From an optimization exercise on the open Yosys and OpenROAD flow, aimed at small area, a short achievable clock period and few clock cycles per item; shortcuts taken in it are not production practice.
In this exercise RTL edits were held to simulation tests only and were not proved equivalent to the original.

Setup of T:
==> flow/design.v (excerpt) <==
module imc
  #(parameter INPUT_W = 16,
    parameter OUTPUT_W = 16)
(
    input  logic                   clk,
    input  logic                   rst_n,
    input  logic                   start,
    input  logic [INPUT_W-1:0]     aIn,
    input  logic [INPUT_W-1:0]     bIn,
    input  logic [INPUT_W-1:0]     cIn,
    input  logic [INPUT_W-1:0]     dIn,
    output logic                   ready,
    output logic [OUTPUT_W-1:0]    aOut,
    output logic [OUTPUT_W-1:0]    bOut,
    output logic [OUTPUT_W-1:0]    cOut,
    output logic [OUTPUT_W-1:0]    dOut,
    output logic                   aOut_sign,
    output logic                   bOut_sign,
    output logic                   cOut_sign,
    output logic                   dOut_sign
);
Size in the first run: ~2200 cells after synthesis, about 67 flip-flops, ~140 I/O pins, roughly 23000 µm² of cells after synthesis.
clock: 11.0 ns
lec_check: 0
cap_margin: 20
core_margin: 2
core_utilization: 60
setup_slack_margin: 3
slew_margin: 20
synth_hierarchical: 1
run.sh (not shown) runs the stock make flow with config.mk's settings and CLKGATE_MAP_FILE= SYNTH_SCRIPT=/design/flow/synth_recipe.tcl, a recipe that flattens the netlist after the stock synthesis.
Testbench counts of T, summed over its fixed seeds: cycles 3,200, items 3,200.
Modified inputs, R compared to T
--- a/flow/design.v
+++ b/flow/design.v
@@ -1001,59 +1001,56 @@
   assign cp = tcy_ad;
   logic [15:0] nA, nB, nC, nD;
   assign nA = -dIn;
   assign nB = -bIn;
   assign nC = -cIn;
   assign nD = -aIn;
-  logic [16:0] dxr, dyr;
-  logic [4:0]  lo;
-  assign dxr = {1'b0, dx[15], dx[14], dx[13], dx[12], dx[11], dx[10], dx[9], dx[8], dx[7], dx[6], dx[5], dx[4], dx[3], ~dx[2], ~dx[1], ~dx[0]};
-  assign dyr = {dy[16], dy[15], dy[14], dy[13], dy[12], dy[11], dy[10], dy[9], dy[8], dy[7], dy[6], dy[5], dy[4], ~dy[3], ~dy[2], ~dy[1], dy[0]};
-  assign lo  = ~({1'b0, dxr[3:0]} + {1'b0, dyr[3:0]} + {4'd0, ~cp});
   logic        ready_r;
-  logic [16:4] dx_r, dy_r;
-  logic [4:0]  lo_r;
+  logic [16:0] dx_r, dy_r;
+  logic        cp_r;
   logic [7:0]  mA_r, mB_r, mC_r, mD_r;
   logic        sA_r, sB_r, sC_r, sD_r;
   always_ff @(posedge clk or negedge rst_n) begin
     if (!rst_n) ready_r <= 1'b0;
     else        ready_r <= 1'b1;
   end
   always_ff @(posedge clk) begin
     if (start) begin
-      dx_r <= dx[16:4];
-      dy_r <= dy[16:4];
-      lo_r <= lo;
+      dx_r <= dx;
+      dy_r <= dy;
+      cp_r <= cp;
       mA_r <= dIn[15] ? nA[15:8] : dIn[15:8];
       mB_r <= bIn[15] ? nB[15:8] : bIn[15:8];
       mC_r <= cIn[15] ? nC[15:8] : cIn[15:8];
       mD_r <= aIn[15] ? nD[15:8] : aIn[15:8];
       sA_r <= dIn[15];
       sB_r <= bIn != 16'd0;
       sC_r <= cIn != 16'd0;
       sD_r <= aIn[15];
     end
   end
-  logic [16:4] dr, yr, dv, yv, dhi;
+  logic [16:0] dr, yr, dv, yv, diff;
   logic        det_sign;
+  logic [4:0]  lo;          
   logic [16:4] p, zc, oc;
   logic        all0, all1;
   logic [8:0]  r, rpos, rneg;
-  assign dr       = {1'b0, dx_r[15], dx_r[14], dx_r[13], dx_r[12], dx_r[11], dx_r[10], dx_r[9], dx_r[8], dx_r[7], dx_r[6], dx_r[5], dx_r[4]};
-  assign yr       = {dy_r[16], dy_r[15], dy_r[14], dy_r[13], dy_r[12], dy_r[11], dy_r[10], dy_r[9], dy_r[8], dy_r[7], dy_r[6], dy_r[5], dy_r[4]};
+  assign dr       = {1'b0, dx_r[15], dx_r[14], dx_r[13], dx_r[12], dx_r[11], dx_r[10], dx_r[9], dx_r[8], dx_r[7], dx_r[6], dx_r[5], dx_r[4], dx_r[3], ~dx_r[2], ~dx_r[1], ~dx_r[0]};
+  assign yr       = {dy_r[16], dy_r[15], dy_r[14], dy_r[13], dy_r[12], dy_r[11], dy_r[10], dy_r[9], dy_r[8], dy_r[7], dy_r[6], dy_r[5], dy_r[4], ~dy_r[3], ~dy_r[2], ~dy_r[1], dy_r[0]};
   assign dv       = ~dr;
   assign yv       = ~yr;
-  assign dhi      = ~(dr + yr + {12'd0, ~lo_r[4]});
-  assign det_sign = dhi[16];
+  assign diff     = ~(dr + yr + {16'd0, ~cp_r});
+  assign det_sign = diff[16];
+  assign lo       = ~({1'b0, dr[3:0]} + {1'b0, yr[3:0]} + {4'd0, ~cp_r});
   assign p  = dv[16:4] ^ yv[16:4];
-  assign zc = {dv[15:4] | yv[15:4], lo_r[4]};
-  assign oc = {dv[15:4] & yv[15:4], lo_r[4]};
+  assign zc = {dv[15:4] | yv[15:4], lo[4]};
+  assign oc = {dv[15:4] & yv[15:4], lo[4]};
   assign all0 = (p == zc);
   assign all1 = (~p == oc);
-  reciprocal u_rpos (.x(lo_r[3:0]), .y(rpos));
-  reciprocal u_rneg (.x(-lo_r[3:0]), .y(rneg));
+  reciprocal u_rpos (.x(lo[3:0]), .y(rpos));
+  reciprocal u_rneg (.x(-lo[3:0]), .y(rneg));
   assign r = ({9{all0}} & rpos) | ({9{all1}} & rneg);
   logic [15:0] oax, oay, obx, oby, ocx, ocy, odx, ody;
   wire oa_1, oa_2;
   fa u_oa_1 (.a(~(mA_r[0] & r[4])), .b(~(mA_r[1] & r[3])), .c(1'b1), .s(oa_1), .co(oa_2));
   wire oa_3, oa_4;
   fa u_oa_3 (.a(~(mA_r[1] & r[4])), .b(~(mA_r[2] & r[3])), .c(~(mA_r[3] & r[2])), .s(oa_3), .co(oa_4));
[summary]
- Against T, count of nets after finishing in R rose slightly.
- Clock sink count, R vs T: up by a few percent
- R vs T — via density per instance dropped about 1.9%.
Testbench counts of R, summed over its fixed seeds: cycles 3,200, items 3,200.


Another version of the RTL of imc (not shown whole).
For scale: roughly 2100 cells after synthesis, ~45 flip-flops, roughly 0.021 mm² of cells after synthesis.
export LEC_CHECK = 0
export CAP_MARGIN = 20
export CORE_MARGIN = 2
export CORE_UTILIZATION = 60
export SETUP_SLACK_MARGIN = 3
export SLEW_MARGIN = 20
export SYNTH_HIERARCHICAL = 1
create_clock -name core_clock -period 11.0 [get_ports {clk}]
standard.sh (not shown) runs the stock make flow with config.mk's settings and CLKGATE_MAP_FILE= SYNTH_SCRIPT=/design/flow/synth_recipe.tcl, a recipe that flattens the netlist after the stock synthesis.
==> flow/flow/run.sh <==
#!/bin/bash
# The standard layout (the standard.sh, all ORFS steps from synthesis
# to finish), except that buffer_ports puts a buf_2 on every input and
# output port instead of the cell it picks on its own (a slow delay cell,
# clkdlybuf4s50_1). Timing repair still resizes port buffers as it needs.
# make's output goes to flow_make.log; ORFS keeps each step's log under
# orfs/logs.
set -euo pipefail
bash standard.sh "BUFFER_PORTS_ARGS=-buffer_cell sky130_fd_sc_hd__buf_2" finish > flow_make.log 2>&1
Testbench counts at the start, summed over its fixed seeds: cycles 3,200, items 3,200.
Then changed:
--- a/flow/design.v
+++ b/flow/design.v
@@ -1119,26 +1119,53 @@
     assign cB[i+1] = cB[i] & ~bIn[8+i];
     assign mC[i]   = cIn[8+i] ^ cIn[15] ^ cC[i];
     assign cC[i+1] = cC[i] & ~cIn[8+i];
     assign mD[i]   = aIn[8+i] ^ aIn[15] ^ cD[i];
     assign cD[i+1] = cD[i] & ~aIn[8+i];
   end
   logic [16:0] dxv, dyv, diff;
   logic        det_sign;
   assign dxv      = {1'b1, dx[15], dx[14], dx[13], dx[12], dx[11], dx[10], dx[9], dx[8], dx[7], dx[6], dx[5], dx[4], dx[3], dx[2], dx[1], dx[0]};
   assign dyv      = {dy[16], dy[15], dy[14], dy[13], dy[12], dy[11], dy[10], dy[9], dy[8], dy[7], dy[6], dy[5], dy[4], dy[3], dy[2], dy[1], ~dy[0]};
-  assign diff     = dxv + dyv + {16'd0, cp};
+  wire [4:0] dl_p = {dx[4], dx[3], dx[2], dx[1], dx[0]} ^ {dy[4], dy[3], dy[2], dy[1], ~dy[0]};
+  wire [4:0] dl_g = {dx[4], dx[3], dx[2], dx[1], dx[0]} & {dy[4], dy[3], dy[2], dy[1], ~dy[0]};
+  wire dl_G1_0 = dl_g[1] | (dl_p[1] & (dl_g[0] | (dl_p[0] & cp)));
+  wire dl_G3_2 = dl_g[3] | (dl_p[3] & dl_g[2]);
+  wire dl_P3_2 = dl_p[3] & dl_p[2];
+  wire dl_G2_0 = dl_g[2] | (dl_p[2] & dl_G1_0);
+  wire dl_G3_0 = dl_G3_2 | (dl_P3_2 & dl_G1_0);
+  wire dl_G4_0 = dl_g[4] | (dl_p[4] & dl_G3_0);
+  assign diff     = {12'd0, (dl_p[4] ^ dl_G3_0), (dl_p[3] ^ dl_G2_0), (dl_p[2] ^ dl_G1_0), (dl_p[1] ^ (dl_g[0] | (dl_p[0] & cp))), (dl_p[0] ^ cp)};
   logic        c4, ghi, phi;
-  logic [12:0] shi;
-  assign c4       = diff[4] ^ dxv[4] ^ dyv[4];
-  assign shi      = {1'b0, dxv[15:4]} + {1'b0, dyv[15:4]};
-  assign ghi      = shi[12];
+  assign c4       = dl_G3_0;
+  wire [11:0] gh_p = {dxv[15], dxv[14], dxv[13], dxv[12], dxv[11], dxv[10], dxv[9], dxv[8], dxv[7], dxv[6], dxv[5], dxv[4]} | {dyv[15], dyv[14], dyv[13], dyv[12], dyv[11], dyv[10], dyv[9], dyv[8], dyv[7], dyv[6], dyv[5], dyv[4]};
+  wire [11:0] gh_g = {dxv[15], dxv[14], dxv[13], dxv[12], dxv[11], dxv[10], dxv[9], dxv[8], dxv[7], dxv[6], dxv[5], dxv[4]} & {dyv[15], dyv[14], dyv[13], dyv[12], dyv[11], dyv[10], dyv[9], dyv[8], dyv[7], dyv[6], dyv[5], dyv[4]};
+  wire gh_G2_1 = gh_g[2] | (gh_p[2] & gh_g[1]);
+  wire gh_P2_1 = gh_p[2] & gh_p[1];
+  wire gh_G2_0 = gh_G2_1 | (gh_P2_1 & gh_g[0]);
+  wire gh_G5_4 = gh_g[5] | (gh_p[5] & gh_g[4]);
+  wire gh_P5_4 = gh_p[5] & gh_p[4];
+  wire gh_G5_3 = gh_G5_4 | (gh_P5_4 & gh_g[3]);
+  wire gh_P5_3 = gh_P5_4 & gh_p[3];
+  wire gh_G5_0 = gh_G5_3 | (gh_P5_3 & gh_G2_0);
+  wire gh_G8_7 = gh_g[8] | (gh_p[8] & gh_g[7]);
+  wire gh_P8_7 = gh_p[8] & gh_p[7];
+  wire gh_G8_6 = gh_G8_7 | (gh_P8_7 & gh_g[6]);
+  wire gh_P8_6 = gh_P8_7 & gh_p[6];
+  wire gh_G11_10 = gh_g[11] | (gh_p[11] & gh_g[10]);
+  wire gh_P11_10 = gh_p[11] & gh_p[10];
+  wire gh_G11_9 = gh_G11_10 | (gh_P11_10 & gh_g[9]);
+  wire gh_P11_9 = gh_P11_10 & gh_p[9];
+  wire gh_G11_6 = gh_G11_9 | (gh_P11_9 & gh_G8_6);
+  wire gh_P11_6 = gh_P11_9 & gh_P8_6;
+  wire gh_G11_0 = gh_G11_6 | (gh_P11_6 & gh_G5_0);
+  assign ghi      = gh_G11_0;
   assign phi      = &(dxv[15:4] | dyv[15:4]);
   assign det_sign = dxv[16] ^ dyv[16] ^ (ghi | (phi & c4));
   logic [16:4] dvw, yvw, pw;
   logic        up0, up1;
   assign dvw = dxv[16:4];
   assign yvw = dyv[16:4];
   assign pw  = dvw ^ yvw;
   assign up0 = (pw[16:5] == (dvw[15:4] | yvw[15:4]));
   assign up1 = (~pw[16:5] == (dvw[15:4] & yvw[15:4]));
   logic        ready_r;
The new run produced a clean layout.
Sequential cell count stays the same.
Design area drops by 2.4%.
Wire length went down by 1.9%.
Worst hold slack gets better by 0.0060 ns.
Synthesized area came out lower by 0.44%.
Count of clock-buffer cells in the layout climbs by 1.
Global-route usage went up by 0.20 points.
Testbench counts after the change, summed over its fixed seeds: cycles 3,200, items 3,200.

==> static timing again, ports no longer ideal <==
Ports are ideal in the flow. The routed layouts listed here were re-timed in OpenROAD.
Step 1: set_driving_cell puts a clkbuf_16 on clk and a buf_2 on each other input, an assumption about the parent block.
Step 2 times the ports against the registers' clock, not the clock port: input delays grow and output delays shrink by t, the midpoint of the rising clock arrivals with the driver on.
Three values: ideal, step 1, step 2; two values: the first two.
run	t, ns	slack for setup (ns)	worst register clock-pin slew, ns	worst slew at a driven data input, ns
T	0.386	2.875 / 2.829 / 2.718	0.07 / 0.07	0.09
R	0.375	2.073 / 2.033 / 2.408	0.06 / 0.06	0.08
the first run of note 2	0.336	3.092 / 3.070 / 2.734	0.08 / 0.08	0.08
the second run of note 2	0.328	3.083 / 3.052 / 2.724	0.06 / 0.06	0.07
After both steps setup and hold are still met in every run listed. For the second run of note 2, which loses most, drivers alone change the setup slack by -0.031 ns; drivers and shift together by -0.359 ns.
